Source: an optimization exercise on an open RTL-to-GDS flow (aim: small area, a short achievable clock period and few clock cycles). Production flows keep margins and buffers that such runs may drop.
Only simulation tests tie the RTL to the original design; equivalence was not proved.

==> constraint.sdc <==
create_clock -name core_clock -period 11.0 [get_ports {clk}]
set_input_delay 2.2000 -clock core_clock [delete_from_list [all_inputs] [get_ports {clk}]]
set_output_delay 2.2000 -clock core_clock [all_outputs]
set_load 0.01 [all_outputs]
==> config.mk <==
export PLATFORM = sky130hd
export DESIGN_NAME = SHA256
export DESIGN_NICKNAME = SHA256
export VERILOG_FILES = /design/flow/design.v
export SDC_FILE = /design/flow/constraint.sdc
export NUM_CORES = 4
export LEC_CHECK = 0
export CAP_MARGIN = 20
export CORE_MARGIN = 2
export CORE_UTILIZATION = 40
export SLEW_MARGIN = 20
==> design.v <==
module add2(out, a, b);
	input  [31:0] a, b;
	output [31:0] out;
	assign out = a + b;
endmodule
module ror(out, in);
	parameter N = 1;
	input  [31:0] in;
	output [31:0] out;
	assign out = {in[N-1:0], in[31:N]};
endmodule
module lsigma(out, in);
	parameter SHIFT_BITS  	= 1;
	parameter ROTATE_BITS_0 = 1;
	parameter ROTATE_BITS_1 = 1;
	input  [31:0] in;
	output [31:0] out;
	wire [31:0] net [2:0];	 
	assign net[0] = in >> SHIFT_BITS;
	ror #(ROTATE_BITS_0) u1(net[1], in);
	ror #(ROTATE_BITS_1) u2(net[2], in);
	assign out = net[0] ^ net[1] ^ net[2];
endmodule
module usigma(out, in);
	parameter ROTATE_BITS_0 = 1;
	parameter ROTATE_BITS_1 = 1;
	parameter ROTATE_BITS_2 = 1;
	input  [31:0] in;
	output [31:0] out;
	wire [31:0] net [2:0];	 
	ror #(ROTATE_BITS_0) u0(net[0], in);
	ror #(ROTATE_BITS_1) u1(net[1], in);
	ror #(ROTATE_BITS_2) u2(net[2], in);
	assign out = net[0] ^ net[1] ^ net[2];
endmodule
module choice(out, a, b, c);
	input  [31:0] a, b, c;
	output [31:0] out;
	assign out = (a & b) | (~a & c);
endmodule
module majority(out, a, b, c);
	input  [31:0] a, b, c;
	output [31:0] out;
	assign out = (a & b) | (a & c) | (b & c);
endmodule
module constants(out, addr);
	input  [5:0]  addr;
	output [31:0] out;
	reg [31:0] cnst;
	always @* begin
		case(addr)
			00 : cnst = 32'h 428a2f98;
			01 : cnst = 32'h 71374491;
			02 : cnst = 32'h b5c0fbcf;
			03 : cnst = 32'h e9b5dba5;
			04 : cnst = 32'h 3956c25b;
			05 : cnst = 32'h 59f111f1;
			06 : cnst = 32'h 923f82a4;
			07 : cnst = 32'h ab1c5ed5;
			08 : cnst = 32'h d807aa98;
			09 : cnst = 32'h 12835b01;
			10 : cnst = 32'h 243185be;
			11 : cnst = 32'h 550c7dc3;
			12 : cnst = 32'h 72be5d74;
			13 : cnst = 32'h 80deb1fe;
			14 : cnst = 32'h 9bdc06a7;
			15 : cnst = 32'h c19bf174;
			16 : cnst = 32'h e49b69c1;
			17 : cnst = 32'h efbe4786;
			18 : cnst = 32'h 0fc19dc6;
			19 : cnst = 32'h 240ca1cc;
			20 : cnst = 32'h 2de92c6f;
			21 : cnst = 32'h 4a7484aa;
			22 : cnst = 32'h 5cb0a9dc;
			23 : cnst = 32'h 76f988da;
			24 : cnst = 32'h 983e5152;
			25 : cnst = 32'h a831c66d;
			26 : cnst = 32'h b00327c8;
			27 : cnst = 32'h bf597fc7;
			28 : cnst = 32'h c6e00bf3;
			29 : cnst = 32'h d5a79147;
			30 : cnst = 32'h 06ca6351;
			31 : cnst = 32'h 14292967;
			32 : cnst = 32'h 27b70a85;
			33 : cnst = 32'h 2e1b2138;
			34 : cnst = 32'h 4d2c6dfc;
			35 : cnst = 32'h 53380d13;
			36 : cnst = 32'h 650a7354;
			37 : cnst = 32'h 766a0abb;
			38 : cnst = 32'h 81c2c92e;
			39 : cnst = 32'h 92722c85;
			40 : cnst = 32'h a2bfe8a1;
			41 : cnst = 32'h a81a664b;
			42 : cnst = 32'h c24b8b70;
			43 : cnst = 32'h c76c51a3;
			44 : cnst = 32'h d192e819;
			45 : cnst = 32'h d6990624;
			46 : cnst = 32'h f40e3585;
			47 : cnst = 32'h 106aa070;
			48 : cnst = 32'h 19a4c116;
			49 : cnst = 32'h 1e376c08;
			50 : cnst = 32'h 2748774c;
			51 : cnst = 32'h 34b0bcb5;
			52 : cnst = 32'h 391c0cb3;
			53 : cnst = 32'h 4ed8aa4a;
			54 : cnst = 32'h 5b9cca4f;
			55 : cnst = 32'h 682e6ff3;
			56 : cnst = 32'h 748f82ee;
			57 : cnst = 32'h 78a5636f;
			58 : cnst = 32'h 84c87814;
			59 : cnst = 32'h 8cc70208;
			60 : cnst = 32'h 90befffa;
			61 : cnst = 32'h a4506ceb;
			62 : cnst = 32'h bef9a3f7;
			63 : cnst = 32'h c67178f2;
		endcase
	end
	assign out = cnst;
endmodule
module counter(addr, eoc, clk, soc_n, rd);
	input  clk, soc_n, rd;
	output eoc;
	output [5:0] addr;
	reg  Q0, Q1, Q2, Q3, Q4, Q5, Q6;
	wire dQ0, dQ1, dQ2, dQ3, dQ4, dQ5, dQ6;
	wire wQ0, wQ1, wQ2, wQ3, wQ4, wQ5, wQ6, eoc_n;
	always @(posedge clk) begin
		Q0 <= dQ0;
		Q1 <= dQ1;
		Q2 <= dQ2;
		Q3 <= dQ3;
		Q4 <= dQ4;
		Q5 <= dQ5;
		Q6 <= dQ6;
	end
	assign eoc_n = ~Q6;
	assign wQ0 = eoc_n | rd; 
	assign dQ0 = (wQ0 ^ Q0) & soc_n;
	assign wQ1 = wQ0 & Q0;
	assign dQ1 = (wQ1 ^ Q1) & soc_n;
	assign wQ2 = wQ1 & Q1;
	assign dQ2 = (wQ2 ^ Q2) & soc_n;
	assign wQ3 = wQ2 & Q2 & eoc_n;
	assign dQ3 = (wQ3 ^ Q3) & soc_n;
	assign wQ4 = wQ3 & Q3;
	assign dQ4 = (wQ4 ^ Q4) & soc_n;
	assign wQ5 = wQ4 & Q4;
	assign dQ5 = (wQ5 ^ Q5) & soc_n;
	assign wQ6 = wQ5 & Q5;
	assign dQ6 = (wQ6 ^ Q6) & soc_n;
	assign eoc  = Q6;
	assign addr = {Q5, Q4, Q3, Q2, Q1, Q0};
endmodule
module wvar(H_out, X_out, in, H0, clk, rst_n, soc, eoc);
	input  clk, rst_n, soc, eoc;
	input  [31:0] in, H0;
	output [31:0] H_out, X_out;
	reg  [31:0] A, A0;
	wire [31:0] dA, dA0, add_out;
	always @(posedge clk) begin
		A  <= dA;
		A0 <= dA0;
	end
	add2 u0(add_out, A, A0);
	assign dA0 = (~rst_n) ? H0 : (soc) ? add_out : A0;
	assign dA  = (~rst_n) ? 32'd 0 : (soc) ? add_out : (eoc) ? A : in;
	assign X_out = A;
	assign H_out = add_out;
endmodule
module expansion(out, in, clk, sel);
	input  clk, sel;
	input  [31:0] in;
	output [31:0] out;
	reg  [31:0] mem [0:15];
	wire [31:0] a00, a01, a09, a14;
	wire [31:0] mux_out, add_out, lsigma0_out, lsigma1_out;
	always @(posedge clk) begin
		mem[0]  <=  mem[1]; 
		mem[1]  <=  mem[2]; 
		mem[2]  <=  mem[3];
		mem[3]  <=  mem[4];
		mem[4]  <=  mem[5];
		mem[5]  <=  mem[6];
		mem[6]  <=  mem[7];
		mem[7]  <=  mem[8];
		mem[8]  <=  mem[9];
		mem[9]  <=  mem[10];
		mem[10] <=  mem[11];
		mem[11] <=  mem[12];
		mem[12] <=  mem[13];
		mem[13] <=  mem[14];
		mem[14] <=  mem[15];
		mem[15] <=  mux_out;
	end
	assign a00 = mem[0];
	assign a01 = mem[1];
	assign a09 = mem[9];
	assign a14 = mem[14];
	lsigma #(3,  7,  18) u0(lsigma0_out, a01);
	lsigma #(10, 17, 19) u1(lsigma1_out, a14);
	assign add_out = a00 + lsigma0_out + a09 + lsigma1_out;
	assign mux_out = (sel) ? add_out : in;
	assign out = mux_out;
endmodule
module compression(hash, msg, k, clk, rst_n, soc, eoc);
	localparam Ha_0 = 32'h6a09e667;
	localparam Hb_0 = 32'hbb67ae85;
	localparam Hc_0 = 32'h3c6ef372;
	localparam Hd_0 = 32'ha54ff53a;
	localparam He_0 = 32'h510e527f;
	localparam Hf_0 = 32'h9b05688c;
	localparam Hg_0 = 32'h1f83d9ab;
	localparam Hh_0 = 32'h5be0cd19;
	input  clk, rst_n, soc, eoc;
	input  [31:0]  msg, k;
	output [255:0] hash;
	wire [31:0] A, B, C, D, E, F, G, H;
	wire [31:0] Ha, Hb, Hc, Hd, He, Hf, Hg, Hh;
	wire [31:0] addMsg, addE, addA;
	wire [31:0] us0, us1, maj, ch;
	wvar 	 uA(Ha, A, addA, Ha_0, clk, rst_n, soc, eoc);
	wvar 	 uB(Hb, B,    A, Hb_0, clk, rst_n, soc, eoc);
	wvar 	 uC(Hc, C,    B, Hc_0, clk, rst_n, soc, eoc);
	wvar 	 uD(Hd, D,    C, Hd_0, clk, rst_n, soc, eoc);
	wvar 	 uE(He, E, addE, He_0, clk, rst_n, soc, eoc);
	wvar 	 uF(Hf, F,    E, Hf_0, clk, rst_n, soc, eoc);
	wvar 	 uG(Hg, G,    F, Hg_0, clk, rst_n, soc, eoc);
	wvar 	 uH(Hh, H,    G, Hh_0, clk, rst_n, soc, eoc);
	usigma #(6, 11, 25)  u0(us1, E);
	choice	 u1(ch, E, F, G);
	assign addMsg = msg + k + us1 + ch + H;
	assign addE = addMsg + D;
	usigma #(2, 13, 22)	 u4(us0, A);
	majority u5(maj, A, B, C);
	assign addA = us0 + maj + addMsg;	
	assign hash = {Ha, Hb, Hc, Hd, He, Hf, Hg, Hh};
endmodule
module SHA256(idata, odata, eoc, clk, rst, soc, rd, hash);
	input  clk, rst, soc, rd;
	input  [31:0] idata;
	output  [31:0] odata;
	output eoc;
	wire rst_n, soc_n;
	wire ieoc, ird;
	assign rst_n = ~rst;
	assign soc_n = ~soc;
	assign ird = rd & ieoc;
	wire sel;
	wire [5:0] addr;
	counter u0(addr, ieoc, clk, soc_n, ird);
	assign sel = ieoc | addr[5] | addr[4];
	assign eoc = ieoc;
	wire [31:0] k;
	constants u1(k, addr);
	wire [31:0] msg;
	expansion u2(msg, idata, clk, sel);
	output wire [255:0] hash;
	compression u3(hash, msg, k, clk, rst_n, soc, ieoc);
	wire [2:0]  abc;
	reg  [31:0] mux_out;
	assign abc = {addr[2], addr[1], addr[0]};
	always @(abc, hash) begin
		case(abc)
			0 : mux_out = hash[255:224];
			1 : mux_out = hash[223:192];
			2 : mux_out = hash[191:160];
			3 : mux_out = hash[159:128];
			4 : mux_out = hash[127:96];
			5 : mux_out = hash[95:64];
			6 : mux_out = hash[63:32];
			7 : mux_out = hash[31:0];
		endcase
	end
	assign odata = (ird) ? mux_out : 32'd0;
endmodule
==> run.sh <==
#!/bin/bash
# synth_recipe.tcl (not shown) runs the flow's synth.tcl, then flattens the netlist and writes it again
# the make line also repeats each setting of config.mk as NAME=value (left out here)
make -C /OpenROAD-flow-scripts/flow DESIGN_CONFIG=/design/flow/config.mk WORK_HOME=/design/flow/orfs CLKGATE_MAP_FILE= SYNTH_SCRIPT=/design/flow/synth_recipe.tcl finish
==> summary.txt, run 1 <==
status=finished clean; Worst Setup End Kind=flop; CTS root buffer=clkbuf_16; met2 global-route usage=50.4%; Net count, final=7889; storage element area=0.0213 sq mm; pre-CTS WS=0.987 ns; Reg-to-Reg End=u3.uA.A[31]; syn_nets=7662; relative slew slack=15.9%; GRT met3 Usage=7.60%; GR peak layer=met2; EDFF count, synth=0; initial antenna violation count=12; first-pass GRT wire length=386000 microns; Post-synth top cells=dfxtp_1, nor2_1, a21oi_1; H-tree depth=3; Die Area=0.158 sq mm; First-pass DRT Iterations=8; die width=397 microns; vias in the first global route=51800; largest net degree at the start of global routing=164; final std cells w/o fill=9414; Num CTS Buffers=118; worst hold slack=0.276 ns; Initial Util=40.2%; Multi-input gate area=0.0377 sq mm; Hold Vio Cnt, Final=0; Clock transition at path regs=0.06 ns; Worst EP arrival=10.79 ns; WL final=276000 microns; I/O pins=325; synthesized netlist cell count=7037; share of cells above drive strength 1=7.23%; ys async rst share=0%; worst flop-to-flop path startpoint=u2.mem[14][21]; hold buffers post-CTS=0; dpl hpwl=215000 microns; DRT iter0 DRCs=6976; Hold Crit Start=u2.mem[5][17]; GRT Overall Usage=33.9%; #FFs+latches synth=1063; CP startpoint kind=flop; YS warnings=10; WP data required=11.65 ns; Fillers=15000; maximum clock path buffer count=3; Slew Viols, Final=0; cell row count=144; worst setup path category=flop to flop; maximum fanout along the worst path=5; critical path launch point=u2.mem[14][21]; final instance area=0.0716 sq mm; max frequency=98.7 MHz; Post-Syn Area per Cell=8.80 sq um; worst setup path endpoint=u3.uA.A[31]; Clk Latency, worst-skew pair=0.80 ns; Detail Route Antenna Nets=0; worst setup margin=0.867 ns; Via-to-Cell Ratio=5.92; number of max-cap violations=0; Die H=397 microns; Hold Path Class=flop to flop; area fraction of the dominant cell type after synthesis=34.4%; DP Area=0.0675 sq mm; unrepaired setup endpoints after global routing=false; Reg2Reg Depth=37; Fin Setup TNS=0 ns; wire length per cell=29.3 microns; reg2reg setup slack=0.87 ns; CTS tree=done; drt drc=0; critical path's largest stage delay=0.66 ns; GR met1 Demand/Resource=46.3%; DP Cell Count=9188; Yosys cell types=101; Post-CTS Resized=0; Area Overhead vs Synth=15.7%; crit path time final=10.13 ns; Post-Syn Area=0.0619 sq mm; Finish-stage setup viols=0; most common cell in the synthesized netlist=dfxtp_1; Core Region=0.154 sq mm; Synth area leaders=dfxtp_1, ha_1, fa_1; cell taking the most area after synthesis=dfxtp_1; sequential cell area fraction in the yosys report=34.4%; Worst-Margin Slew=1.26 ns; Port Buffers=324; setup bufs post-CTS=0; via count=55700; critical path's slowest cell=o21ai_0; Placer Congestion=1.02; Tcrit/Tclk final=92.1%; Synth Flop Type=dfxtp_1; global-route congestion overflow total=0; CTS sink cnt=1063; Worst Skew=0.0692 ns
flip-flops by register name, indices dropped and copies added (netlist names), 32 cells and up:
name and cells:
u3.uA.A0 32, u3.uB.A 32, u3.uG.A0 32, u3.uC.A 32, u3.uE.A 32, u3.uF.A0 32, u3.uD.A 32, u3.uF.A 32
u3.uH.A 32, u2.mem 512, u3.uG.A 32, u3.uH.A0 32, u3.uB.A0 32, u3.uC.A0 32, u3.k 32, u3.uD.A0 32
u3.uE.A0 32, u3.uA.A 32
how the worst min path moves through the flow:
stage,to,slack (ns),depth (start not counted)
2_1_floorplan,u2.mem[10][0],0.31,0
3_3_place_gp,u2.mem[6][28],0.31,0
3_5_place_dp,u2.mem[10][0],0.31,0
4_1_cts,u2.mem[4][17],0.28,0
5_1_grt,u2.mem[4][17],0.31,0
6_report,u2.mem[4][17],0.28,0
cell type report:
class | instances | share of cell area, %
diodes | 7 | 0.0244
multi-input cells | 5184 | 52.6
clock inverters | 63 | 1.17
well taps | 2044 | 3.57
inverters | 426 | 2.25
flip-flops and latches | 1063 | 29.7
repair buffers | 471 | 6.10
clock buffers | 156 | 4.57
layer usage:
metal  up-vias  routed length (microns)
met1     27100                   116000
met2      2983                   116000
met5         -                      109
met3       609                    28100
li1      25000                        -
met4        16                    15500
cells by family after synthesis:
group,after synthesis,synth area share (%)
and+or+nand+nor,1743,12.4
muxes,328,5.73
AOI/OAI and AO/OA,1928,19.9
buffers and inverters,790,4.79
xor gates and xnor gates,578,8.21
adders and majority gates,607,14.6
DFF,1063,34.4
worst max-delay path: cells and delay by family, from the launching register on:
kind,cells,cell delay (ns)
compound gates,15,3.91
fa+ha+maj,7,3.02
xor+xnor,6,1.41
simple gates,8,1.24
flops,1,0.35
buf+inv,1,0.06
through the flow:
stage / utilization [%]
6_report: 46.6
5_1_grt: 46.6
4_1_cts: 46.5
3_5_place_dp: 43.9
3_3_place_gp: 43.9
2_1_floorplan: -
cells in the final DEF, fill, tap and decap left out, drive strengths merged, types with 57 or more instances in the layout:
cell type and n:
clkdlybuf4s50 322, xnor2 394, a211oi 163, a31oi 57, xor2 183, clkbuf 156, fa 195, a21oi 597
nand3 88, o21a 61, a21o 175, mux2i 226, nor3 99, dfxtp 1063, mux2 90, nor2 636
nand2 594, buf 149, o211ai 73, nand2b 71, ha 394, inv 428, o21ai 440
Testbench counts, summed over its fixed seeds: cycles 19,338.
==> run 2, diff against run 1 <==
--- a/design.v
+++ b/design.v
@@ -240,36 +240,134 @@
 	input  [31:0] idata;
-	output  [31:0] odata;
+	output [31:0] odata;
 	output eoc;
-	wire rst_n, soc_n;
-	wire ieoc, ird;
-	assign rst_n = ~rst;
-	assign soc_n = ~soc;
-	assign ird = rd & ieoc;
-	wire sel;
-	wire [5:0] addr;
-	counter u0(addr, ieoc, clk, soc_n, ird);
-	assign sel = ieoc | addr[5] | addr[4];
-	assign eoc = ieoc;
-	wire [31:0] k;
-	constants u1(k, addr);
-	wire [31:0] msg;
-	expansion u2(msg, idata, clk, sel);
-	output wire [255:0] hash;
-	compression u3(hash, msg, k, clk, rst_n, soc, ieoc);
-	wire [2:0]  abc;
-	reg  [31:0] mux_out;
-	assign abc = {addr[2], addr[1], addr[0]};
-	always @(abc, hash) begin
-		case(abc)
-			0 : mux_out = hash[255:224];
-			1 : mux_out = hash[223:192];
-			2 : mux_out = hash[191:160];
-			3 : mux_out = hash[159:128];
-			4 : mux_out = hash[127:96];
-			5 : mux_out = hash[95:64];
-			6 : mux_out = hash[63:32];
-			7 : mux_out = hash[31:0];
+	output [255:0] hash;
+	localparam [255:0] IV = {32'h6a09e667, 32'hbb67ae85, 32'h3c6ef372, 32'ha54ff53a,
+	                         32'h510e527f, 32'h9b05688c, 32'h1f83d9ab, 32'h5be0cd19};
+	reg        soc_r, rst_r;
+	reg  [6:0] cnt;
+	reg  [2:0] ptr;
+	wire sat    = cnt[6] & cnt[0];                
+	wire active = (|cnt) & ~sat;                   
+	wire last   = cnt[6] & ~cnt[0];                
+	wire ff     = (cnt == 7'd62) | (cnt == 7'd63);  
+	wire load   = (cnt[6:3] == 4'd0) & (cnt[2:0] != 3'd0) & (cnt[2:0] <= 3'd4);  
+	wire wsel   = |cnt[6:4];                       
+	assign eoc = sat;
+	always @(posedge clk) begin
+		soc_r <= soc;
+		rst_r <= rst;
+		if (soc)
+			cnt <= 7'd0;
+		else if (!sat)
+			cnt <= cnt + 7'd1;
+		if (soc)
+			ptr <= 3'd0;
+		else if (rd & sat)
+			ptr <= ptr + 3'd1;
+	end
+	reg  [31:0] w [0:15];
+	wire [31:0] w1 = w[1], w14 = w[14];
+	wire [31:0] ls0 = {w1[6:0], w1[31:7]} ^ {w1[17:0], w1[31:18]} ^ (w1 >> 3);
+	wire [31:0] ls1 = {w14[16:0], w14[31:17]} ^ {w14[18:0], w14[31:19]} ^ (w14 >> 10);
+	wire [31:0] wexp = w[0] + ls0 + w[9] + ls1;
+	integer i;
+	always @(posedge clk) begin
+		for (i = 0; i < 15; i = i + 1)
+			w[i] <= w[i+1];
+		w[15] <= wsel ? wexp : idata;
+	end
+	reg [31:0] k;
+	always @* begin
+		case (cnt[5:0])
+			6'd0 : k = 32'h428a2f98;  6'd1 : k = 32'h71374491;  6'd2 : k = 32'hb5c0fbcf;  6'd3 : k = 32'he9b5dba5;
+			6'd4 : k = 32'h3956c25b;  6'd5 : k = 32'h59f111f1;  6'd6 : k = 32'h923f82a4;  6'd7 : k = 32'hab1c5ed5;
+			6'd8 : k = 32'hd807aa98;  6'd9 : k = 32'h12835b01;  6'd10: k = 32'h243185be;  6'd11: k = 32'h550c7dc3;
+			6'd12: k = 32'h72be5d74;  6'd13: k = 32'h80deb1fe;  6'd14: k = 32'h9bdc06a7;  6'd15: k = 32'hc19bf174;
+			6'd16: k = 32'he49b69c1;  6'd17: k = 32'hefbe4786;  6'd18: k = 32'h0fc19dc6;  6'd19: k = 32'h240ca1cc;
+			6'd20: k = 32'h2de92c6f;  6'd21: k = 32'h4a7484aa;  6'd22: k = 32'h5cb0a9dc;  6'd23: k = 32'h76f988da;
+			6'd24: k = 32'h983e5152;  6'd25: k = 32'ha831c66d;  6'd26: k = 32'hb00327c8;  6'd27: k = 32'hbf597fc7;
+			6'd28: k = 32'hc6e00bf3;  6'd29: k = 32'hd5a79147;  6'd30: k = 32'h06ca6351;  6'd31: k = 32'h14292967;
+			6'd32: k = 32'h27b70a85;  6'd33: k = 32'h2e1b2138;  6'd34: k = 32'h4d2c6dfc;  6'd35: k = 32'h53380d13;
+			6'd36: k = 32'h650a7354;  6'd37: k = 32'h766a0abb;  6'd38: k = 32'h81c2c92e;  6'd39: k = 32'h92722c85;
+			6'd40: k = 32'ha2bfe8a1;  6'd41: k = 32'ha81a664b;  6'd42: k = 32'hc24b8b70;  6'd43: k = 32'hc76c51a3;
+			6'd44: k = 32'hd192e819;  6'd45: k = 32'hd6990624;  6'd46: k = 32'hf40e3585;  6'd47: k = 32'h106aa070;
+			6'd48: k = 32'h19a4c116;  6'd49: k = 32'h1e376c08;  6'd50: k = 32'h2748774c;  6'd51: k = 32'h34b0bcb5;
+			6'd52: k = 32'h391c0cb3;  6'd53: k = 32'h4ed8aa4a;  6'd54: k = 32'h5b9cca4f;  6'd55: k = 32'h682e6ff3;
+			6'd56: k = 32'h748f82ee;  6'd57: k = 32'h78a5636f;  6'd58: k = 32'h84c87814;  6'd59: k = 32'h8cc70208;
+			6'd60: k = 32'h90befffa;  6'd61: k = 32'ha4506ceb;  6'd62: k = 32'hbef9a3f7;  default: k = 32'hc67178f2;
+		endcase
+	end
+	reg  [31:0] A, B, C, D, E, F, G, H;
+	reg  [31:0] hk;
+	always @(posedge clk)
+		hk <= (soc_r ? H : G) + k;
+	reg  [31:0] X0, X1, X2, X3, Y0, Y1, Y2, Y3;
+	wire [31:0] xs = X3 + A;
+	wire [31:0] ys = Y3 + E;
+	always @(posedge clk) begin
+		X0 <= X1;
+		X1 <= X2;
+		X2 <= ff ? xs : X3;
+		X3 <= load ? D : X0;
+		Y0 <= Y1;
+		Y1 <= Y2;
+		Y2 <= ff ? ys : Y3;
+		Y3 <= load ? H : Y0;
+	end
+	wire [31:0] wt  = w[15];
+	wire [31:0] S1  = {E[5:0], E[31:6]} ^ {E[10:0], E[31:11]} ^ {E[24:0], E[31:25]};
+	wire [31:0] S0  = {A[1:0], A[31:2]} ^ {A[12:0], A[31:13]} ^ {A[21:0], A[31:22]};
+	wire [31:0] ch  = (E & F) | (~E & G);
+	wire [31:0] mj  = (A & B) | (A & C) | (B & C);
+	wire [31:0] ga  = last ? X0 : 32'd0;
+	wire [31:0] ge  = last ? Y0 : 32'd0;
+	wire [31:0] a1s = hk ^ wt ^ ga;
+	wire [31:0] a1c = {(hk[30:0] & wt[30:0]) | (hk[30:0] & ga[30:0]) | (wt[30:0] & ga[30:0]), 1'b0};
+	wire [31:0] a2s = ch ^ mj ^ a1s;
+	wire [31:0] a2c = {(ch[30:0] & mj[30:0]) | (ch[30:0] & a1s[30:0]) | (mj[30:0] & a1s[30:0]), 1'b0};
+	wire [31:0] a3s = a1c ^ S1 ^ S0;
+	wire [31:0] a3c = {(a1c[30:0] & S1[30:0]) | (a1c[30:0] & S0[30:0]) | (S1[30:0] & S0[30:0]), 1'b0};
+	wire [31:0] a4s = a2s ^ a2c ^ a3s;
+	wire [31:0] a4c = {(a2s[30:0] & a2c[30:0]) | (a2s[30:0] & a3s[30:0]) | (a2c[30:0] & a3s[30:0]), 1'b0};
+	wire [31:0] a5s = a4s ^ a4c ^ a3c;
+	wire [31:0] a5c = {(a4s[30:0] & a4c[30:0]) | (a4s[30:0] & a3c[30:0]) | (a4c[30:0] & a3c[30:0]), 1'b0};
+	wire [31:0] an  = a5s + a5c;
+	wire [31:0] e1s = hk ^ wt ^ D;
+	wire [31:0] e1c = {(hk[30:0] & wt[30:0]) | (hk[30:0] & D[30:0]) | (wt[30:0] & D[30:0]), 1'b0};
+	wire [31:0] e2s = ge ^ ch ^ S1;
+	wire [31:0] e2c = {(ge[30:0] & ch[30:0]) | (ge[30:0] & S1[30:0]) | (ch[30:0] & S1[30:0]), 1'b0};
+	wire [31:0] e3s = e1s ^ e1c ^ e2s;
+	wire [31:0] e3c = {(e1s[30:0] & e1c[30:0]) | (e1s[30:0] & e2s[30:0]) | (e1c[30:0] & e2s[30:0]), 1'b0};
+	wire [31:0] e4s = e3s ^ e3c ^ e2c;
+	wire [31:0] e4c = {(e3s[30:0] & e3c[30:0]) | (e3s[30:0] & e2c[30:0]) | (e3c[30:0] & e2c[30:0]), 1'b0};
+	wire [31:0] en  = e4s + e4c;
+	always @(posedge clk) begin
+		if (rst_r) begin
+			{A, B, C, D, E, F, G, H} <= IV;
+		end else if (active) begin
+			A <= an;
+			B <= last ? xs : A;
+			C <= last ? X2 : B;
+			D <= last ? X1 : C;
+			E <= en;
+			F <= last ? ys : E;
+			G <= last ? Y2 : F;
+			H <= last ? Y1 : G;
+		end
+	end
+	assign hash = {A, B, C, D, E, F, G, H};
+	reg [31:0] mux_out;
+	always @* begin
+		case (ptr)
+			3'd0: mux_out = A;
+			3'd1: mux_out = B;
+			3'd2: mux_out = C;
+			3'd3: mux_out = D;
+			3'd4: mux_out = E;
+			3'd5: mux_out = F;
+			3'd6: mux_out = G;
+			default: mux_out = H;
 		endcase
 	end
-	assign odata = (ird) ? mux_out : 32'd0;
+	assign odata = mux_out;
 endmodule
==> run 2 against run 1 <==
- non-clock buffer count decreased by 66
- worst setup slack gained 3.1 ns
- global-route usage decreased by 3.5 points
- largest cell class unchanged
==> summary.txt, run 2 <==
synthesized netlist cell count=5657; DRT iter0 DRCs=4548; final instance area=0.0630 sq mm; sequential cell area fraction in the yosys report=40.8%; Detail Route Antenna Nets=0; YS warnings=2; CTS sink cnt=1100; Post-CTS Resized=0; via count=43600; ys async rst share=0%; Worst-Margin Slew=1.17 ns; Placer Congestion=1.02; Tcrit/Tclk final=63.5%; I/O pins=325; Num CTS Buffers=115; Clk Latency, worst-skew pair=0.75 ns; Core Region=0.134 sq mm; largest net degree at the start of global routing=203; maximum fanout along the worst path=37; worst setup path category=flop to output port; First-pass DRT Iterations=12; first-pass GRT wire length=303000 microns; vias in the first global route=42100; most common cell in the synthesized netlist=dfxtp_1; max frequency=143 MHz; global-route congestion overflow total=0; maximum clock path buffer count=3; Fillers=12600; Fin Setup TNS=0 ns; hold buffers post-CTS=0; max FFs per register=512; unrepaired setup endpoints after global routing=false; CTS tree=done; Area Overhead vs Synth=16.5%; WL final=213000 microns; Post-Syn Area=0.0540 sq mm; final std cells w/o fill=7710; Initial Util=40.4%; wire length per cell=27.6 microns; Yosys cell types=85; Top reg by flops=w; share of cells above drive strength 1=6.94%; WP data required=8.80 ns; Worst Skew=0.0267 ns; syn_nets=6243; Net count, final=6428; die width=372 microns; Via-to-Cell Ratio=5.66; Die Area=0.138 sq mm; Hold Path Class=flop to flop; H-tree depth=3; most common cell after layout, fill and taps aside=dfxtp_1; EDFF count, synth=0; Slew Viols, Final=0; setup bufs post-CTS=0; Port Buffers=324; Hold Vio Cnt, Final=0; Finish-stage setup viols=0; initial antenna violation count=11; Die H=372 microns; cell row count=134; Post-synth top cells=dfxtp_1, nand2_1, inv_1; reg2reg setup slack=4.22 ns; area fraction of the dominant cell type after synthesis=40.8%; number of max-cap violations=0; GRT Overall Usage=30.4%; Worst EP arrival=4.79 ns; cell taking the most area after synthesis=dfxtp_1; Worst Setup End Kind=output port; status=finished clean; CP startpoint kind=flop; Synth area leaders=dfxtp_1, fa_1, ha_1; drt drc=0; crit path time final=6.99 ns; DP Cell Count=7493; Post-Syn Area per Cell=9.55 sq um; Synth Flop Type=dfxtp_1; CTS root buffer=clkbuf_16; dpl hpwl=160000 microns; DP Area=0.0589 sq mm; relative slew slack=21.7%; #FFs+latches synth=1100; Clock transition at path regs=0.06 ns; commonest cells after routing, fill and taps aside=dfxtp_1, nand2_1, inv_1, nor2_1, fa_1
run 2: cell count changes after synthesis, sizes merged, moves of 94 or more:
cell / previous run / this run
a211oi: 163 / 35
a21oi: 597 / 309
fa: 195 / 341
ha: 394 / 209
mux2i: 226 / 43
nand2: 594 / 688
nor2: 636 / 396
o21ai: 440 / 282
xnor2: 394 / 288
run 2: worst paths after layout:
check / to / cells past startpoint / start
hold reg to reg: w[2][29] / 0 / w[3][29]
setup / recovery: odata[13] / 9 / ptr[0]
hold / removal: w[2][29] / 0 / w[3][29]
setup reg to reg: A[28] / 22 / cnt[0]
run 2: per-layer routing:
layer	up-vias	routed length [microns]	global-route usage, %
met5	-	16	0
met4	2	9700	12.5
met3	423	21400	7.44
met2	2200	94700	47.2
met1	21500	87200	40.3
li1	19500	-	-
run 2: final cells by class:
class | instances | area [sq um] | area share, %
clock buffers | 157 | 3340 | 5.30
diodes | 5 | 12.5 | 0.0199
inverters | 450 | 1690 | 2.69
multi-input cells | 3770 | 29100 | 46.3
clock inverters | 55 | 669 | 1.06
well taps | 1768 | 2210 | 3.51
flip-flops and latches | 1100 | 22000 | 35.0
repair buffers | 405 | 3880 | 6.16
run 2: logic make-up (layout without fill, tap and decap cells):
kind of cell	Yosys count	after routing	share of synthesized area, %
other cells	0	5	0
buf+inv	787	1067	5.50
flops	1100	1100	40.8
compound gates	1310	1310	16.4
fa+ha+maj	553	553	17.5
simple gates	1364	1364	10.6
mux	118	118	2.36
xor+xnor	425	425	6.89
run 2: critical path, cell delays in order, from the launching register on:
cell             delay (ns)
dfxtp_1                0.33
inv_1                  0.13
ha_2                   0.18
buf_4                  0.57
nor2b_2                0.93
buf_4                  0.43
a22oi_1                0.28
o2111ai_1              0.37
o21a_1                 0.19
clkdlybuf4s50_1        0.55
run 2: per-stage QoR:
| stage | worst slack (ns) | utilization [%] | hold slack (ns) |
|---|---|---|---|
| after CTS | 4.05 | 47.0 | 0.325 |
| after floorplan | 4.71 | - | 0.310 |
| after global routing | 4.00 | 47.0 | 0.325 |
| after detailed placement | 4.35 | 44.0 | 0.312 |
| after global placement | 4.43 | 44.0 | 0.310 |
| final | 4.01 | 47.1 | 0.322 |
Testbench counts of run 2, summed over its fixed seeds: cycles 19,620.
==> run 3, diff against run 2 <==
--- a/design.v
+++ b/design.v
@@ -1,5 +1,121 @@
-module add2(out, a, b);
-	input  [31:0] a, b;
-	output [31:0] out;
-	assign out = a + b;
+module add32_bk(a, b, s);
+	input [31:0] a, b;
+	output [31:0] s;
+	wire [31:0] p0 = a ^ b;
+	wire [31:0] g0 = a & b;
+	wire g_b0_1 = g0[1] | (p0[1] & g0[0]);
+	wire p_b0_1 = p0[1] & p0[0];
+	wire g_b0_3 = g0[3] | (p0[3] & g0[2]);
+	wire p_b0_3 = p0[3] & p0[2];
+	wire g_b0_5 = g0[5] | (p0[5] & g0[4]);
+	wire p_b0_5 = p0[5] & p0[4];
+	wire g_b0_7 = g0[7] | (p0[7] & g0[6]);
+	wire p_b0_7 = p0[7] & p0[6];
+	wire g_b0_9 = g0[9] | (p0[9] & g0[8]);
+	wire p_b0_9 = p0[9] & p0[8];
+	wire g_b0_11 = g0[11] | (p0[11] & g0[10]);
+	wire p_b0_11 = p0[11] & p0[10];
+	wire g_b0_13 = g0[13] | (p0[13] & g0[12]);
+	wire p_b0_13 = p0[13] & p0[12];
+	wire g_b0_15 = g0[15] | (p0[15] & g0[14]);
+	wire p_b0_15 = p0[15] & p0[14];
+	wire g_b0_17 = g0[17] | (p0[17] & g0[16]);
+	wire p_b0_17 = p0[17] & p0[16];
+	wire g_b0_19 = g0[19] | (p0[19] & g0[18]);
+	wire p_b0_19 = p0[19] & p0[18];
+	wire g_b0_21 = g0[21] | (p0[21] & g0[20]);
+	wire p_b0_21 = p0[21] & p0[20];
+	wire g_b0_23 = g0[23] | (p0[23] & g0[22]);
+	wire p_b0_23 = p0[23] & p0[22];
+	wire g_b0_25 = g0[25] | (p0[25] & g0[24]);
+	wire p_b0_25 = p0[25] & p0[24];
+	wire g_b0_27 = g0[27] | (p0[27] & g0[26]);
+	wire p_b0_27 = p0[27] & p0[26];
+	wire g_b0_29 = g0[29] | (p0[29] & g0[28]);
+	wire p_b0_29 = p0[29] & p0[28];
+	wire g_b0_31 = g0[31] | (p0[31] & g0[30]);
+	wire p_b0_31 = p0[31] & p0[30];
+	wire g_b1_3 = g_b0_3 | (p_b0_3 & g_b0_1);
+	wire p_b1_3 = p_b0_3 & p_b0_1;
+	wire g_b1_7 = g_b0_7 | (p_b0_7 & g_b0_5);
+	wire p_b1_7 = p_b0_7 & p_b0_5;
+	wire g_b1_11 = g_b0_11 | (p_b0_11 & g_b0_9);
+	wire p_b1_11 = p_b0_11 & p_b0_9;
+	wire g_b1_15 = g_b0_15 | (p_b0_15 & g_b0_13);
+	wire p_b1_15 = p_b0_15 & p_b0_13;
+	wire g_b1_19 = g_b0_19 | (p_b0_19 & g_b0_17);
+	wire p_b1_19 = p_b0_19 & p_b0_17;
+	wire g_b1_23 = g_b0_23 | (p_b0_23 & g_b0_21);
+	wire p_b1_23 = p_b0_23 & p_b0_21;
+	wire g_b1_27 = g_b0_27 | (p_b0_27 & g_b0_25);
+	wire p_b1_27 = p_b0_27 & p_b0_25;
+	wire g_b1_31 = g_b0_31 | (p_b0_31 & g_b0_29);
+	wire p_b1_31 = p_b0_31 & p_b0_29;
+	wire g_b2_7 = g_b1_7 | (p_b1_7 & g_b1_3);
+	wire p_b2_7 = p_b1_7 & p_b1_3;
+	wire g_b2_15 = g_b1_15 | (p_b1_15 & g_b1_11);
+	wire p_b2_15 = p_b1_15 & p_b1_11;
+	wire g_b2_23 = g_b1_23 | (p_b1_23 & g_b1_19);
+	wire p_b2_23 = p_b1_23 & p_b1_19;
+	wire g_b2_31 = g_b1_31 | (p_b1_31 & g_b1_27);
+	wire p_b2_31 = p_b1_31 & p_b1_27;
+	wire g_b3_15 = g_b2_15 | (p_b2_15 & g_b2_7);
+	wire p_b3_15 = p_b2_15 & p_b2_7;
+	wire g_b3_31 = g_b2_31 | (p_b2_31 & g_b2_23);
+	wire p_b3_31 = p_b2_31 & p_b2_23;
+	wire g_b4_31 = g_b3_31 | (p_b3_31 & g_b3_15);
+	wire p_b4_31 = p_b3_31 & p_b3_15;
+	wire g_r6_23 = g_b2_23 | (p_b2_23 & g_b3_15);
+	wire p_r6_23 = p_b2_23 & p_b3_15;
+	wire g_r7_11 = g_b1_11 | (p_b1_11 & g_b2_7);
+	wire p_r7_11 = p_b1_11 & p_b2_7;
+	wire g_r7_19 = g_b1_19 | (p_b1_19 & g_b3_15);
+	wire p_r7_19 = p_b1_19 & p_b3_15;
+	wire g_r7_27 = g_b1_27 | (p_b1_27 & g_r6_23);
+	wire p_r7_27 = p_b1_27 & p_r6_23;
+	wire g_r8_5 = g_b0_5 | (p_b0_5 & g_b1_3);
+	wire p_r8_5 = p_b0_5 & p_b1_3;
+	wire g_r8_9 = g_b0_9 | (p_b0_9 & g_b2_7);
+	wire p_r8_9 = p_b0_9 & p_b2_7;
+	wire g_r8_13 = g_b0_13 | (p_b0_13 & g_r7_11);
+	wire p_r8_13 = p_b0_13 & p_r7_11;
+	wire g_r8_17 = g_b0_17 | (p_b0_17 & g_b3_15);
+	wire p_r8_17 = p_b0_17 & p_b3_15;
+	wire g_r8_21 = g_b0_21 | (p_b0_21 & g_r7_19);
+	wire p_r8_21 = p_b0_21 & p_r7_19;
+	wire g_r8_25 = g_b0_25 | (p_b0_25 & g_r6_23);
+	wire p_r8_25 = p_b0_25 & p_r6_23;
+	wire g_r8_29 = g_b0_29 | (p_b0_29 & g_r7_27);
+	wire p_r8_29 = p_b0_29 & p_r7_27;
+	wire g_r9_2 = g0[2] | (p0[2] & g_b0_1);
+	wire p_r9_2 = p0[2] & p_b0_1;
+	wire g_r9_4 = g0[4] | (p0[4] & g_b1_3);
+	wire p_r9_4 = p0[4] & p_b1_3;
+	wire g_r9_6 = g0[6] | (p0[6] & g_r8_5);
+	wire p_r9_6 = p0[6] & p_r8_5;
+	wire g_r9_8 = g0[8] | (p0[8] & g_b2_7);
+	wire p_r9_8 = p0[8] & p_b2_7;
+	wire g_r9_10 = g0[10] | (p0[10] & g_r8_9);
+	wire p_r9_10 = p0[10] & p_r8_9;
+	wire g_r9_12 = g0[12] | (p0[12] & g_r7_11);
+	wire p_r9_12 = p0[12] & p_r7_11;
+	wire g_r9_14 = g0[14] | (p0[14] & g_r8_13);
+	wire p_r9_14 = p0[14] & p_r8_13;
+	wire g_r9_16 = g0[16] | (p0[16] & g_b3_15);
+	wire p_r9_16 = p0[16] & p_b3_15;
+	wire g_r9_18 = g0[18] | (p0[18] & g_r8_17);
+	wire p_r9_18 = p0[18] & p_r8_17;
+	wire g_r9_20 = g0[20] | (p0[20] & g_r7_19);
+	wire p_r9_20 = p0[20] & p_r7_19;
+	wire g_r9_22 = g0[22] | (p0[22] & g_r8_21);
+	wire p_r9_22 = p0[22] & p_r8_21;
+	wire g_r9_24 = g0[24] | (p0[24] & g_r6_23);
+	wire p_r9_24 = p0[24] & p_r6_23;
+	wire g_r9_26 = g0[26] | (p0[26] & g_r8_25);
+	wire p_r9_26 = p0[26] & p_r8_25;
+	wire g_r9_28 = g0[28] | (p0[28] & g_r7_27);
+	wire p_r9_28 = p0[28] & p_r7_27;
+	wire g_r9_30 = g0[30] | (p0[30] & g_r8_29);
+	wire p_r9_30 = p0[30] & p_r8_29;
+	assign s = p0 ^ {g_r9_30, g_r8_29, g_r9_28, g_r7_27, g_r9_26, g_r8_25, g_r9_24, g_r6_23, g_r9_22, g_r8_21, g_r9_20, g_r7_19, g_r9_18, g_r8_17, g_r9_16, g_b3_15, g_r9_14, g_r8_13, g_r9_12, g_r7_11, g_r9_10, g_r8_9, g_r9_8, g_b2_7, g_r9_6, g_r8_5, g_r9_4, g_b1_3, g_r9_2, g_b0_1, g0[0], 1'b0};
 endmodule
@@ -247,6 +363,8 @@
 	reg  [6:0] cnt;
-	reg  [2:0] ptr;
-	wire sat    = cnt[6] & cnt[0];                
-	wire active = (|cnt) & ~sat;                   
-	wire last   = cnt[6] & ~cnt[0];                
+	reg  [2:0] ptr;                               
+	reg        eoc_r;
+	wire sat    = cnt[6] & cnt[1];                
+	wire rnd    = (|cnt) & (~cnt[6] | (cnt[5:0] == 6'd0));  
+	wire last   = cnt[6] & (cnt[5:0] == 6'd0);    
+	wire fin    = cnt[6] & (cnt[5:0] == 6'd1);    
 	wire ff     = (cnt == 7'd62) | (cnt == 7'd63);  
@@ -254,3 +372,3 @@
 	wire wsel   = |cnt[6:4];                       
-	assign eoc = sat;
+	assign eoc = eoc_r;
 	always @(posedge clk) begin
@@ -262,5 +380,6 @@
 			cnt <= cnt + 7'd1;
+		eoc_r <= ~soc & (sat | fin);
 		if (soc)
-			ptr <= 3'd0;
-		else if (rd & sat)
+			ptr <= 3'd1;
+		else if (rd & eoc_r)
 			ptr <= ptr + 3'd1;
@@ -271,3 +390,8 @@
 	wire [31:0] ls1 = {w14[16:0], w14[31:17]} ^ {w14[18:0], w14[31:19]} ^ (w14 >> 10);
-	wire [31:0] wexp = w[0] + ls0 + w[9] + ls1;
+	wire [31:0] x1s = w[0] ^ ls0 ^ w[9];
+	wire [31:0] x1c = {(w[0][30:0] & ls0[30:0]) | (w[0][30:0] & w[9][30:0]) | (ls0[30:0] & w[9][30:0]), 1'b0};
+	wire [31:0] x2s = x1s ^ x1c ^ ls1;
+	wire [31:0] x2c = {(x1s[30:0] & x1c[30:0]) | (x1s[30:0] & ls1[30:0]) | (x1c[30:0] & ls1[30:0]), 1'b0};
+	wire [31:0] wexp;
+	add32_bk uwx(x2s, x2c, wexp);
 	integer i;
@@ -301,7 +425,11 @@
 	reg  [31:0] hk;
+	wire [31:0] hkn;
+	add32_bk uhk(soc_r ? H : G, k, hkn);
 	always @(posedge clk)
-		hk <= (soc_r ? H : G) + k;
+		hk <= hkn;
 	reg  [31:0] X0, X1, X2, X3, Y0, Y1, Y2, Y3;
-	wire [31:0] xs = X3 + A;
-	wire [31:0] ys = Y3 + E;
+	wire [31:0] xs;
+	add32_bk uxs(X3, A, xs);
+	wire [31:0] ys;
+	add32_bk uys(Y3, E, ys);
 	always @(posedge clk) begin
@@ -321,24 +449,18 @@
 	wire [31:0] mj  = (A & B) | (A & C) | (B & C);
-	wire [31:0] ga  = last ? X0 : 32'd0;
-	wire [31:0] ge  = last ? Y0 : 32'd0;
-	wire [31:0] a1s = hk ^ wt ^ ga;
-	wire [31:0] a1c = {(hk[30:0] & wt[30:0]) | (hk[30:0] & ga[30:0]) | (wt[30:0] & ga[30:0]), 1'b0};
-	wire [31:0] a2s = ch ^ mj ^ a1s;
-	wire [31:0] a2c = {(ch[30:0] & mj[30:0]) | (ch[30:0] & a1s[30:0]) | (mj[30:0] & a1s[30:0]), 1'b0};
-	wire [31:0] a3s = a1c ^ S1 ^ S0;
-	wire [31:0] a3c = {(a1c[30:0] & S1[30:0]) | (a1c[30:0] & S0[30:0]) | (S1[30:0] & S0[30:0]), 1'b0};
-	wire [31:0] a4s = a2s ^ a2c ^ a3s;
-	wire [31:0] a4c = {(a2s[30:0] & a2c[30:0]) | (a2s[30:0] & a3s[30:0]) | (a2c[30:0] & a3s[30:0]), 1'b0};
-	wire [31:0] a5s = a4s ^ a4c ^ a3c;
-	wire [31:0] a5c = {(a4s[30:0] & a4c[30:0]) | (a4s[30:0] & a3c[30:0]) | (a4c[30:0] & a3c[30:0]), 1'b0};
-	wire [31:0] an  = a5s + a5c;
+	wire [31:0] a1s = hk ^ wt ^ ch;
+	wire [31:0] a1c = {(hk[30:0] & wt[30:0]) | (hk[30:0] & ch[30:0]) | (wt[30:0] & ch[30:0]), 1'b0};
+	wire [31:0] a2s = mj ^ S1 ^ S0;
+	wire [31:0] a2c = {(mj[30:0] & S1[30:0]) | (mj[30:0] & S0[30:0]) | (S1[30:0] & S0[30:0]), 1'b0};
+	wire [31:0] a3s = a1s ^ a1c ^ a2s;
+	wire [31:0] a3c = {(a1s[30:0] & a1c[30:0]) | (a1s[30:0] & a2s[30:0]) | (a1c[30:0] & a2s[30:0]), 1'b0};
+	wire [31:0] a4s = a3s ^ a3c ^ a2c;
+	wire [31:0] a4c = {(a3s[30:0] & a3c[30:0]) | (a3s[30:0] & a2c[30:0]) | (a3c[30:0] & a2c[30:0]), 1'b0};
+	wire [31:0] an  = a4s + a4c;
 	wire [31:0] e1s = hk ^ wt ^ D;
 	wire [31:0] e1c = {(hk[30:0] & wt[30:0]) | (hk[30:0] & D[30:0]) | (wt[30:0] & D[30:0]), 1'b0};
-	wire [31:0] e2s = ge ^ ch ^ S1;
-	wire [31:0] e2c = {(ge[30:0] & ch[30:0]) | (ge[30:0] & S1[30:0]) | (ch[30:0] & S1[30:0]), 1'b0};
-	wire [31:0] e3s = e1s ^ e1c ^ e2s;
-	wire [31:0] e3c = {(e1s[30:0] & e1c[30:0]) | (e1s[30:0] & e2s[30:0]) | (e1c[30:0] & e2s[30:0]), 1'b0};
-	wire [31:0] e4s = e3s ^ e3c ^ e2c;
-	wire [31:0] e4c = {(e3s[30:0] & e3c[30:0]) | (e3s[30:0] & e2c[30:0]) | (e3c[30:0] & e2c[30:0]), 1'b0};
-	wire [31:0] en  = e4s + e4c;
+	wire [31:0] e2s = e1s ^ e1c ^ ch;
+	wire [31:0] e2c = {(e1s[30:0] & e1c[30:0]) | (e1s[30:0] & ch[30:0]) | (e1c[30:0] & ch[30:0]), 1'b0};
+	wire [31:0] e3s = e2s ^ e2c ^ S1;
+	wire [31:0] e3c = {(e2s[30:0] & e2c[30:0]) | (e2s[30:0] & S1[30:0]) | (e2c[30:0] & S1[30:0]), 1'b0};
+	wire [31:0] en  = e3s + e3c;
 	always @(posedge clk) begin
@@ -346,3 +468,3 @@
 			{A, B, C, D, E, F, G, H} <= IV;
-		end else if (active) begin
+		end else if (rnd) begin
 			A <= an;
@@ -355,2 +477,5 @@
 			H <= last ? Y1 : G;
+		end else if (fin) begin
+			A <= xs;
+			E <= ys;
 		end
@@ -358,3 +483,3 @@
 	assign hash = {A, B, C, D, E, F, G, H};
-	reg [31:0] mux_out;
+	reg [31:0] mux_out, odata_r;
 	always @* begin
@@ -371,3 +496,9 @@
 	end
-	assign odata = mux_out;
+	always @(posedge clk) begin
+		if (fin)
+			odata_r <= xs;
+		else if (rd & eoc_r)
+			odata_r <= mux_out;
+	end
+	assign odata = odata_r;
 endmodule
==> run 3 against run 2 <==
- count of clock-buffer cells in the layout unchanged
- hold slack lost 0.035 ns
- clock skew grew 0.048 ns
- global-route usage down 1.2 points
- wire length fell by 3.8%
- final area rose by 0.16%
- still clean on timing, DRC and antenna
- first-iteration DRC count decreased by 6.4%
- die area grew 0.31%
==> summary.txt, run 3 <==
status=finished clean; Post-Syn Area per Cell=10.0 sq um; final instance area=0.0631 sq mm; number of max-cap violations=0; storage element area=0.0230 sq mm; WL final=205000 microns; YS warnings=2; Synth area leaders=dfxtp_1, fa_1, ha_1; Fin Setup TNS=0 ns; Clk Latency, worst-skew pair=0.79 ns; Clock transition at path regs=0.09 ns; global-route congestion overflow total=0; CTS sink cnt=1133; hold buffers post-CTS=0; initial antenna violation count=4; Fillers=12600; vias in the first global route=40700; ys async rst share=0%; Post-synth top cells=dfxtp_1, nand2_1, inv_1; setup bufs post-CTS=0; maximum clock path buffer count=3; synthesized netlist cell count=5422; max FFs per register=512; #FFs+latches synth=1133; CTS tree=done; Placer Congestion=1.02; Die H=372 microns; DRT iter0 DRCs=4258; Initial Util=40.2%; Slew Viols, Final=0; relative slew slack=24.9%; Worst Setup End Kind=flop; Worst Skew=0.0749 ns; WP data required=11.62 ns; most common cell after layout, fill and taps aside=dfxtp_1; CP most frequent cell=inv_1; Hold Path Class=flop to flop; Via-to-Cell Ratio=5.54; Die Area=0.138 sq mm; most common cell in the synthesized netlist=dfxtp_1; Hold Vio Cnt, Final=0; critical path's slowest cell=dfxtp_1; Post-Syn Area=0.0542 sq mm; Core Region=0.135 sq mm; Detail Route Antenna Nets=0; drt drc=0; first-pass GRT wire length=290000 microns; DP Area=0.0591 sq mm; commonest cells after routing, fill and taps aside=dfxtp_1, nand2_1, inv_1, fa_1, clkdlybuf4s50_1; wire length per cell=27.4 microns; worst setup path category=flop to flop; Num CTS Buffers=113; Worst EP arrival=6.91 ns; max frequency=159 MHz; cell taking the most area after synthesis=dfxtp_1; H-tree depth=3; Multi-input gate area=0.0282 sq mm; EDFF count, synth=32; Cell Chain, Critical Path=xnor2_1 -> xnor2_1 -> inv_1 -> fa_1 -> inv_1 -> fa_1 -> inv_1 -> fa_1 -> inv_1 -> ha_1 -> inv_1 -> fa_1 -> nand2b_1 -> a21oi_1 -> nor2_1 -> o31ai_2 -> a211oi_1 -> nor3_1 -> o21ai_1 -> and2_1 -> o311a_1; critical path's largest stage delay=0.73 ns; dpl hpwl=154000 microns; Top reg by flops=w; Yosys cell types=84; maximum fanout along the worst path=10; unrepaired setup endpoints after global routing=false; Port Buffers=324; syn_nets=6001; share of cells above drive strength 1=8.79%; GRT Overall Usage=29.1%; CP startpoint kind=flop; First-pass DRT Iterations=8; crit path time final=6.29 ns; Worst-Margin Slew=1.12 ns; cell row count=135; area fraction of the dominant cell type after synthesis=40.7%; sequential cell area fraction in the yosys report=42.4%; CTS root buffer=clkbuf_16; largest net degree at the start of global routing=128; Synth Flop Type=dfxtp_1; I/O pins=325; Finish-stage setup viols=0; Net count, final=6180; Tcrit/Tclk final=57.2%; Post-CTS Resized=0; via count=41400; Area Overhead vs Synth=16.3%; die width=372 microns
-- run 3: cell types whose count changed after synthesis, moves of 31 or more --
cell and change:
nor2_1 -121, mux2_2 +112, a211o_1 +103, nand2_1 -73
o311ai_0 -73, a22oi_1 -40, xnor2_1 -40, o21a_1 -33
buf_2 +32, clkbuf_1 -32, edfxtp_1 +32, o21ai_1 -31
-- run 3: worst paths after layout --
| path | from | endpoint | slack [ns] | cells past startpoint |
|---|---|---|---|---|
| setup reg to reg | E[26] | A[30] | 4.71 | 21 |
| hold / removal | w[3][3] | w[2][3] | 0.29 | 0 |
| hold reg to reg | w[3][3] | w[2][3] | 0.29 | 0 |
| setup / recovery | E[26] | A[30] | 4.71 | 21 |
-- run 3: worst max-delay path, delay by kind of cell, from the launching register on --
kind | cells | cell delay, ns
fa+ha+maj | 5 | 2.01
simple gates | 4 | 0.84
flops | 1 | 0.73
buf+inv | 5 | 0.42
xor+xnor | 2 | 0.50
compound gates | 5 | 1.64
-- run 3: cell families (layout without fill, tap and decap cells) --
logic type | count (synthesis) | in the layout | share of synthesized area [%]
compound gates | 1208 | 1208 | 15.1
flops | 1133 | 1133 | 42.4
simple gates | 1126 | 1126 | 8.74
buf+inv | 806 | 1082 | 5.68
fa+ha+maj | 544 | 544 | 17.2
xor+xnor | 379 | 379 | 6.12
mux | 226 | 226 | 4.63
other cells | 0 | 1 | 0
-- run 3: final cells by class --
type	instances	area share [%]
multi-input combinational	3483	44.7
sequential	1133	36.5
timing repair buffer	407	6.17
clock buffer	157	5.05
tap	1781	3.53
inverter	463	2.76
clock inverter	55	1.25
antenna	1	0.00397
-- run 3: routing by layer --
metal / up-vias / part of all wire, % / global-route usage [%]
met2: 1793 / 47 / 47.4
li1: 18700 / - / -
met4: 4 / 6.2 / 15.8
met3: 437 / 6.8 / 4.71
met1: 20500 / 40 / 36.9
met5: - / 0.014 / 0
-- run 3: through the flow --
step           setup WS, ns  util, %  std cells  hold WS, ns
2_1_floorplan          5.82        -       5422        0.310
6_report               4.71     46.7       7480        0.287
3_3_place_gp           4.51     43.8       7267        0.310
4_1_cts                4.91     46.7       7479        0.287
3_5_place_dp           4.87     43.8       7267        0.312
5_1_grt                4.40     46.7       7479        0.318
Testbench counts of run 3, summed over its fixed seeds: cycles 19,902.

## separate check: timing with driven ports
The flow's constraints put no driver on any port. The routed layouts listed below were extracted and timed again, unchanged, in two steps.
Step 1 assumes that a clkbuf_16 drives the clock port and a buf_2 every other input.
Step 2 moves the port delays by t, midway between the first and last clock arrival at a register: inputs arrive t later, outputs are due t later. That takes back most of the time a late clock gives input paths.
Three values: no drivers, after step 1, after step 2; two values: the first two.
run | t, ns | setup WS [ns] | latest minus earliest clock arrival (ns)
run 1 | 0.848 | 0.867 / 0.867 / 0.867 | 0.072 / 0.072
run 2 | 0.824 | 4.011 / 3.932 / 4.221 | 0.036 / 0.036
run 3 | 0.840 | 4.711 / 4.711 / 4.701 | 0.077 / 0.077
After both steps setup and hold are still met in every run listed. For run 3, which loses most, drivers alone change the setup slack by 0.000 ns; drivers and shift together by -0.010 ns.
